This design comes from an exercise in tuning for small area on the open sky130 flow, not from production work.
At most, simulation tests tie the RTL to the original design; equivalence was not proved.
Power figures rest on the tool's default switching activity, not on a simulated workload.

==> job 3215 <==
==> flow/design.v <==
`timescale 1ns / 1ps
module uart (
    input  logic       rst,
    input  logic       clk,
    input  logic       rd_en,
    input  logic       rx,
    output logic       full,
    output logic       empty,
    output logic [7:0] fifo_data_out,
    output logic       tx
);
    localparam int BAUD = 50000000 / 115200;   
    localparam logic [1:0] R_IDLE = 2'd0, R_START = 2'd1, R_DATA = 2'd2, R_STOP = 2'd3;
    logic [1:0] rs;
    logic [8:0] rc;
    logic [8:0] sr;          
    logic       rq1, rq2, rq3;   
    logic       pend, late;  
    logic       rterm;
    localparam logic [8:0] C_T = 9'd104, C_R = 9'd209, C_K = 9'd404, C_S = 9'd360;
    assign rterm = (rc == C_T);
    always_ff @(posedge clk or negedge rst) begin
        if (!rst) begin
            rs  <= R_IDLE;
            rq1 <= 1'b0;
            rq2 <= 1'b0;
            rq3 <= 1'b0;
        end else begin
            rq1 <= (rs == R_STOP);
            rq2 <= rq1;
            rq3 <= rq2;
            case (rs)
                R_IDLE:  if (!rx) rs <= R_START;
                R_START: if (rterm) rs <= R_DATA;
                R_DATA:  if (rterm && sr[0]) rs <= R_STOP;
                default: rs <= R_IDLE;
            endcase
        end
    end
    always_ff @(posedge clk) begin
        if (rs == R_IDLE) rc <= C_K;
        else rc <= {rc[7:0], rc[8] ^ rc[4] ^ rterm};
    end
    always_ff @(posedge clk) begin
        if (rs == R_START && rterm) sr <= 9'b1_0000_0000;
        else if (rs == R_DATA && rterm && !sr[0]) sr <= {rx, sr[8:1]};
    end
    logic       dr, cr;
    logic [3:0] h, t;
    logic       fl;
    logic       eq, wr_ev, rd_ev, ins;
    logic [7:0] ring [16];
    assign eq    = (h == t);
    assign full  = eq & fl;
    assign empty = eq & ~fl;
    assign wr_ev = rq3 & ~full;
    assign rd_ev = cr & ~empty;
    assign ins   = pend & (late ? (t == 4'd0) : ((t == 4'd15) & ~full));
    always_ff @(posedge clk or negedge rst) begin
        if (!rst) begin
            dr <= 1'b0;
            cr <= 1'b0;
            h <= 4'd0;
            t <= 4'd0;
            fl <= 1'b0;
            pend <= 1'b0;
            late <= 1'b0;
            fifo_data_out <= 8'd0;
        end else begin
            dr <= rd_en;
            cr <= dr & ~rd_en;
            h <= h + 4'd1 + {3'd0, rd_ev};
            t <= t + 4'd1 + {3'd0, wr_ev};
            if (wr_ev && !rd_ev) fl <= 1'b1;
            else if (rd_ev && !wr_ev) fl <= 1'b0;
            if (rs == R_DATA && rterm && sr[1]) pend <= 1'b1;
            else if (ins) pend <= 1'b0;
            if (ins) late <= 1'b0;
            else if (wr_ev && pend) late <= 1'b1;
            if (rd_ev) fifo_data_out <= rdata;
        end
    end
    logic [7:0] m1 [4];
    logic [7:0] rdata;
    always_comb begin
        for (int j = 0; j < 4; j++)
            m1[j] = h[1] ? (h[0] ? ring[4*j+3] : ring[4*j+2]) : (h[0] ? ring[4*j+1] : ring[4*j]);
        rdata = h[3] ? (h[2] ? m1[3] : m1[2]) : (h[2] ? m1[1] : m1[0]);
    end
    always_ff @(posedge clk) begin
        ring[0] <= ins ? sr[8:1] : ring[15];
        for (int i = 1; i < 16; i++) ring[i] <= ring[i-1];
    end
    logic eqp, rise;
    always_ff @(posedge clk or negedge rst) begin
        if (!rst) eqp <= 1'b0;
        else eqp <= eq;
    end
    assign rise = eq & ~eqp;
    localparam logic [3:0] T_IDLE = 4'b1000, T_PF = 4'b1111, T_PE = 4'b0111,
        T_SF = 4'b0000, T_SE = 4'b0001,
        T_D0F = 4'b0010, T_D0E = 4'b1001, T_D1F = 4'b1010, T_D1E = 4'b0011,
        T_D2 = 4'b1011, T_D3 = 4'b0100, T_D4 = 4'b0101, T_D5 = 4'b1100,
        T_D6 = 4'b1101, T_D7 = 4'b0110, T_D8 = 4'b1110;
    localparam logic [8:0] C_P = 9'd308;   
    logic [3:0] ts, ts_nx;
    logic [8:0] tc;
    logic       tterm, tpre, tfree;
    assign tterm = (tc == C_T);
    assign tfree = (ts == T_IDLE) | ((ts == T_PF) | (ts == T_PE));
    assign tpre  = rise & ((ts == T_IDLE) | ((ts == T_D8) & (tterm | (tc == C_P))));
    assign tx    = ts[3] | (ts[2:0] == 3'b111);
    always_comb begin
        case (ts)
            T_PF:    ts_nx = T_SF;
            T_PE:    ts_nx = T_SE;
            T_SF:    ts_nx = T_D0F;
            T_SE:    ts_nx = T_D0E;
            T_D0F:   ts_nx = T_D1F;
            T_D0E:   ts_nx = T_D1E;
            T_D1F:   ts_nx = T_D2;
            T_D1E:   ts_nx = T_D2;
            T_D2:    ts_nx = T_D3;
            T_D3:    ts_nx = T_D4;
            T_D4:    ts_nx = T_D5;
            T_D5:    ts_nx = T_D6;
            T_D6:    ts_nx = T_D7;
            T_D7:    ts_nx = T_D8;
            default: ts_nx = T_IDLE;
        endcase
    end
    always_ff @(posedge clk or negedge rst) begin
        if (!rst) begin
            ts <= T_IDLE;
        end else begin
            if (tpre) ts <= full ? T_PF : T_PE;
            else if (ts == T_PF || ts == T_PE || (ts != T_IDLE && tterm)) ts <= ts_nx;
        end
    end
    always_ff @(posedge clk) begin
        if (tfree) tc <= C_S;
        else tc <= {tc[7:0], tc[8] ^ tc[4] ^ tterm};
    end
endmodule
==> flow/flow/run.sh <==
#!/bin/bash
# The standard layout (standard.sh), with three changes:
#  - synthesis maps logic with an area-oriented ABC script (flow/abc_map.script)
#    and without the half/full-adder extraction step;
#  - clock tree built from clkbuf_8 cells, without dummy loads;
#  - port buffers are buf_1.
set -euo pipefail
rm -rf scripts_area
cp -r "$FLOW_HOME/scripts" scripts_area
cp flow/abc_map.script scripts_area/abc_speed.script
export SCRIPTS_DIR="$PWD/scripts_area"
export ADDER_MAP_FILE=
export CTS_ARGS="-sink_clustering_enable -repair_clock_nets -dont_use_dummy_load -buf_list sky130_fd_sc_hd__clkbuf_8"
export BUFFER_PORTS_ARGS="-buffer_cell sky130_fd_sc_hd__buf_1"
bash standard.sh > standard.log 2>&1
==> flow/flow/abc_map.script <==
&get -n
&st
&dch
&nf -R 1000 -p
&st
&syn2
&if -g -K 6
&synch2
&nf -R 1000 -p
&st
&syn2
&if -g -K 6
&synch2
&nf -R 1000 -p
&st
&syn3
&synch2
&nf -R 1000 -p -F 8 -A 4 -a
&put
==> flow/standard.sh <==
#!/bin/bash
# synth_recipe.tcl (not shown) runs the flow's synth.tcl, then flattens the netlist and writes it again
# the make line also repeats each setting of config.mk as NAME=value (left out here)
make -C /OpenROAD-flow-scripts/flow DESIGN_CONFIG=/design/flow/config.mk WORK_HOME=/design/flow/orfs CLKGATE_MAP_FILE= SYNTH_SCRIPT=/design/flow/synth_recipe.tcl "${@:-finish}"
==> flow/config.mk <==
export PLATFORM = sky130hd
export DESIGN_NAME = uart
export DESIGN_NICKNAME = uart
export VERILOG_FILES = /design/flow/design.v
export SDC_FILE = /design/flow/constraint.sdc
export NUM_CORES = 4
export LEC_CHECK = 0
export CAP_MARGIN = 20
export CORE_MARGIN = 2
export CORE_UTILIZATION = 40
export SLEW_MARGIN = 20
==> flow/constraint.sdc <==
create_clock -name core_clock -period 5.0 [get_ports {clk}]
set_input_delay 1.0000 -clock core_clock [delete_from_list [all_inputs] [get_ports {clk}]]
set_output_delay 1.0000 -clock core_clock [all_outputs]
set_load 0.01 [all_outputs]
==> job 6922: changes against job 3215 <==
--- a/flow/design.v
+++ b/flow/design.v
@@ -17,8 +17,7 @@
     logic       rq1, rq2, rq3;   
     logic       pend, late;  
     logic       rterm;
-    localparam logic [8:0] C_T = 9'd104, C_R = 9'd209, C_K = 9'd404, C_S = 9'd360;
-    assign rterm = (rc == C_T);
+    assign rterm = (rc == 9'(BAUD));
     always_ff @(posedge clk or negedge rst) begin
         if (!rst) begin
             rs  <= R_IDLE;
@@ -38,8 +37,9 @@
         end
     end
     always_ff @(posedge clk) begin
-        if (rs == R_IDLE) rc <= C_K;
-        else rc <= {rc[7:0], rc[8] ^ rc[4] ^ rterm};
+        if (rs == R_IDLE) rc <= 9'(BAUD - (BAUD >> 1));
+        else if (rterm) rc <= 9'd0;
+        else rc <= rc + 9'd1;
     end
     always_ff @(posedge clk) begin
         if (rs == R_START && rterm) sr <= 9'b1_0000_0000;
@@ -77,43 +77,37 @@
             else if (ins) pend <= 1'b0;
             if (ins) late <= 1'b0;
             else if (wr_ev && pend) late <= 1'b1;
-            if (rd_ev) fifo_data_out <= rdata;
+            if (rd_ev) fifo_data_out <= ring[h];
         end
-    end
-    logic [7:0] m1 [4];
-    logic [7:0] rdata;
-    always_comb begin
-        for (int j = 0; j < 4; j++)
-            m1[j] = h[1] ? (h[0] ? ring[4*j+3] : ring[4*j+2]) : (h[0] ? ring[4*j+1] : ring[4*j]);
-        rdata = h[3] ? (h[2] ? m1[3] : m1[2]) : (h[2] ? m1[1] : m1[0]);
     end
     always_ff @(posedge clk) begin
         ring[0] <= ins ? sr[8:1] : ring[15];
         for (int i = 1; i < 16; i++) ring[i] <= ring[i-1];
     end
-    logic eqp, rise;
+    logic fp, ep, ev;
     always_ff @(posedge clk or negedge rst) begin
-        if (!rst) eqp <= 1'b0;
-        else eqp <= eq;
+        if (!rst) begin
+            fp <= 1'b0;
+            ep <= 1'b0;
+            ev <= 1'b0;
+        end else begin
+            fp <= full;
+            ep <= empty;
+            ev <= (full & ~fp) | (empty & ~ep);
+        end
     end
-    assign rise = eq & ~eqp;
-    localparam logic [3:0] T_IDLE = 4'b1000, T_PF = 4'b1111, T_PE = 4'b0111,
-        T_SF = 4'b0000, T_SE = 4'b0001,
+    localparam logic [3:0] T_IDLE = 4'b1000, T_SF = 4'b0000, T_SE = 4'b0001,
         T_D0F = 4'b0010, T_D0E = 4'b1001, T_D1F = 4'b1010, T_D1E = 4'b0011,
         T_D2 = 4'b1011, T_D3 = 4'b0100, T_D4 = 4'b0101, T_D5 = 4'b1100,
         T_D6 = 4'b1101, T_D7 = 4'b0110, T_D8 = 4'b1110;
-    localparam logic [8:0] C_P = 9'd308;   
     logic [3:0] ts, ts_nx;
     logic [8:0] tc;
-    logic       tterm, tpre, tfree;
-    assign tterm = (tc == C_T);
-    assign tfree = (ts == T_IDLE) | ((ts == T_PF) | (ts == T_PE));
-    assign tpre  = rise & ((ts == T_IDLE) | ((ts == T_D8) & (tterm | (tc == C_P))));
-    assign tx    = ts[3] | (ts[2:0] == 3'b111);
+    logic       tterm, tacc;
+    assign tterm = (tc == 9'(BAUD + 1));
+    assign tacc  = ev & ((ts == T_IDLE) | ((ts == T_D8) & tterm));
+    assign tx    = ts[3];
     always_comb begin
         case (ts)
-            T_PF:    ts_nx = T_SF;
-            T_PE:    ts_nx = T_SE;
             T_SF:    ts_nx = T_D0F;
             T_SE:    ts_nx = T_D0E;
             T_D0F:   ts_nx = T_D1F;
@@ -133,12 +127,13 @@
         if (!rst) begin
             ts <= T_IDLE;
         end else begin
-            if (tpre) ts <= full ? T_PF : T_PE;
-            else if (ts == T_PF || ts == T_PE || (ts != T_IDLE && tterm)) ts <= ts_nx;
+            if (tacc) ts <= fp ? T_SF : T_SE;
+            else if (ts != T_IDLE && tterm) ts <= ts_nx;
         end
     end
     always_ff @(posedge clk) begin
-        if (tfree) tc <= C_S;
-        else tc <= {tc[7:0], tc[8] ^ tc[4] ^ tterm};
+        if (tacc || ts == T_IDLE) tc <= 9'd0;
+        else if (tterm) tc <= 9'd1;
+        else tc <= tc + 9'd1;
     end
 endmodule
==> flow/run.sh (new file) <==
#!/bin/bash
# synth_recipe.tcl (not shown) runs the flow's synth.tcl, then flattens the netlist and writes it again
# the make line also repeats each setting of config.mk as NAME=value (left out here)
make -C /OpenROAD-flow-scripts/flow DESIGN_CONFIG=/design/flow/config.mk WORK_HOME=/design/flow/orfs CLKGATE_MAP_FILE= SYNTH_SCRIPT=/design/flow/synth_recipe.tcl finish
removed: flow/flow/run.sh
removed: flow/flow/abc_map.script
removed: flow/standard.sh
==> job 7174: changes against job 3215 <==
--- a/flow/design.v
+++ b/flow/design.v
@@ -77,43 +77,37 @@
             else if (ins) pend <= 1'b0;
             if (ins) late <= 1'b0;
             else if (wr_ev && pend) late <= 1'b1;
-            if (rd_ev) fifo_data_out <= rdata;
+            if (rd_ev) fifo_data_out <= ring[h];
         end
-    end
-    logic [7:0] m1 [4];
-    logic [7:0] rdata;
-    always_comb begin
-        for (int j = 0; j < 4; j++)
-            m1[j] = h[1] ? (h[0] ? ring[4*j+3] : ring[4*j+2]) : (h[0] ? ring[4*j+1] : ring[4*j]);
-        rdata = h[3] ? (h[2] ? m1[3] : m1[2]) : (h[2] ? m1[1] : m1[0]);
     end
     always_ff @(posedge clk) begin
         ring[0] <= ins ? sr[8:1] : ring[15];
         for (int i = 1; i < 16; i++) ring[i] <= ring[i-1];
     end
-    logic eqp, rise;
+    logic fp, ep, ev;
     always_ff @(posedge clk or negedge rst) begin
-        if (!rst) eqp <= 1'b0;
-        else eqp <= eq;
+        if (!rst) begin
+            fp <= 1'b0;
+            ep <= 1'b0;
+            ev <= 1'b0;
+        end else begin
+            fp <= full;
+            ep <= empty;
+            ev <= (full & ~fp) | (empty & ~ep);
+        end
     end
-    assign rise = eq & ~eqp;
-    localparam logic [3:0] T_IDLE = 4'b1000, T_PF = 4'b1111, T_PE = 4'b0111,
-        T_SF = 4'b0000, T_SE = 4'b0001,
+    localparam logic [3:0] T_IDLE = 4'b1000, T_SF = 4'b0000, T_SE = 4'b0001,
         T_D0F = 4'b0010, T_D0E = 4'b1001, T_D1F = 4'b1010, T_D1E = 4'b0011,
         T_D2 = 4'b1011, T_D3 = 4'b0100, T_D4 = 4'b0101, T_D5 = 4'b1100,
         T_D6 = 4'b1101, T_D7 = 4'b0110, T_D8 = 4'b1110;
-    localparam logic [8:0] C_P = 9'd308;   
     logic [3:0] ts, ts_nx;
     logic [8:0] tc;
-    logic       tterm, tpre, tfree;
+    logic       tterm, tacc;
     assign tterm = (tc == C_T);
-    assign tfree = (ts == T_IDLE) | ((ts == T_PF) | (ts == T_PE));
-    assign tpre  = rise & ((ts == T_IDLE) | ((ts == T_D8) & (tterm | (tc == C_P))));
-    assign tx    = ts[3] | (ts[2:0] == 3'b111);
+    assign tacc  = ev & ((ts == T_IDLE) | ((ts == T_D8) & tterm));
+    assign tx    = ts[3];
     always_comb begin
         case (ts)
-            T_PF:    ts_nx = T_SF;
-            T_PE:    ts_nx = T_SE;
             T_SF:    ts_nx = T_D0F;
             T_SE:    ts_nx = T_D0E;
             T_D0F:   ts_nx = T_D1F;
@@ -133,12 +127,12 @@
         if (!rst) begin
             ts <= T_IDLE;
         end else begin
-            if (tpre) ts <= full ? T_PF : T_PE;
-            else if (ts == T_PF || ts == T_PE || (ts != T_IDLE && tterm)) ts <= ts_nx;
+            if (tacc) ts <= fp ? T_SF : T_SE;
+            else if (ts != T_IDLE && tterm) ts <= ts_nx;
         end
     end
     always_ff @(posedge clk) begin
-        if (tfree) tc <= C_S;
+        if (tacc || ts == T_IDLE) tc <= C_S;
         else tc <= {tc[7:0], tc[8] ^ tc[4] ^ tterm};
     end
 endmodule
==> flow/run.sh (new file) <==
#!/bin/bash
# synth_recipe.tcl (not shown) runs the flow's synth.tcl, then flattens the netlist and writes it again
# the make line also repeats each setting of config.mk as NAME=value (left out here)
make -C /OpenROAD-flow-scripts/flow DESIGN_CONFIG=/design/flow/config.mk WORK_HOME=/design/flow/orfs CLKGATE_MAP_FILE= SYNTH_SCRIPT=/design/flow/synth_recipe.tcl finish
CTS_BUF_LIST = sky130_fd_sc_hd__clkbuf_8   (was default)
CTS_CLUSTER_SIZE = 20   (was default)
removed: flow/flow/run.sh
removed: flow/flow/abc_map.script
removed: flow/standard.sh
==> comparison table <==
| quantity | job 6922 | job 7174 | job 3215 |
|---|---|---|---|
| Number of violations reported at the end of detailed-routing iteration 0 | 325 | 309 | 229 |
| Tightest hold margin | 0.3449 ns | 0.3489 ns | 0.3478 ns |
| Post-synthesis xor/xnor area fraction | 2.408% | 1.089% | 1.831% |
| Count of mapped cells out of synthesis | 577 | 559 | 397 |
| Final worst-path cycle share | 66.18% | 61.81% | 61.91% |
| Combinational share of power | 24.7% | 0.4% | 0.3% |
| Via Count | 4334 | 4149 | 3061 |
| Share of the final layout cell area in sequential cells | 52.43% | 54.91% | 61.92% |
| Min setup slack post-route | 1.691 ns | 1.909 ns | 1.905 ns |
| # clock sinks | 188 | 188 | 186 |
| Reg-to-reg critical path startpoint | h[3] | h[1] | t[0] |
| Relative slew margins | 40.94% | 54.89% | 42.15% |
| CP Launch Point | h[1] | t[1] | t[0] |
| Die width | 131.9 microns | 130.8 microns | 123.8 microns |
| Terminus of the critical flop-to-flop path | fifo_data_out[2] | fifo_data_out[6] | h[3] |
| Count of plain and timing-repair buffers in the layout | 20 | 21 | 16 |
| Storage cell area | 0.003930 sq mm | 0.003930 sq mm | 0.003881 sq mm |
| Result of the run | no timing/DRC/antenna violations | no timing/DRC/antenna violations | no timing/DRC/antenna violations |
| Standard cell area after detailed placement | 0.006883 sq mm | 0.006783 sq mm | 0.006035 sq mm |
| Worst path depth | 5 | 5 | 4 |
| Fraction of power spent switching nets | 33.82% | 21.02% | 19.32% |
| Vias in the first global route | 4411 | 4138 | 3199 |
| Die area | 0.01741 sq mm | 0.01712 sq mm | 0.01532 sq mm |
| Rows | 46 | 46 | 43 |
| Post-Synth Simple-Gate Area | 12.69% | 13.77% | 8.175% |
| Number of buffer and inverter stages on the critical path | 2 | 2 | 1 |
Function not checked in job 7174: the RTL went through the layout flow alone.

## afterwards: timing with drivers on the ports
How much do the figures lean on ideal ports? The routed layouts below were timed once more, with nothing changed but the port constraints. Step 1, drivers: a clkbuf_16 drives clk and a buf_2 each remaining input, both assumed. Step 2 adds t to the input delays and takes it off the output delays; t is the mean of the earliest and latest rising clock arrival at the registers after step 1. Input paths then give back, and output paths get back, about the clock's delay inside the block. Three values: no drivers, after step 1, after step 2; two values: the first two.
| run | shift t [ns] | slack for setup (ns) | worst hold slack (ns) | worst data-port slew with drivers (ns) |
|---|---|---|---|---|
| job 3215 | 0.467 | 1.905 / 1.870 / 2.196 | 0.348 / 0.348 / 0.348 | 0.03 |
| job 6922 | 0.472 | 1.691 / 1.646 / 2.118 | 0.345 / 0.345 / 0.345 | 0.03 |
| job 7174 | 0.493 | 1.909 / 1.872 / 2.365 | 0.349 / 0.349 / 0.349 | 0.03 |
After both steps setup and hold are still met in every run listed.
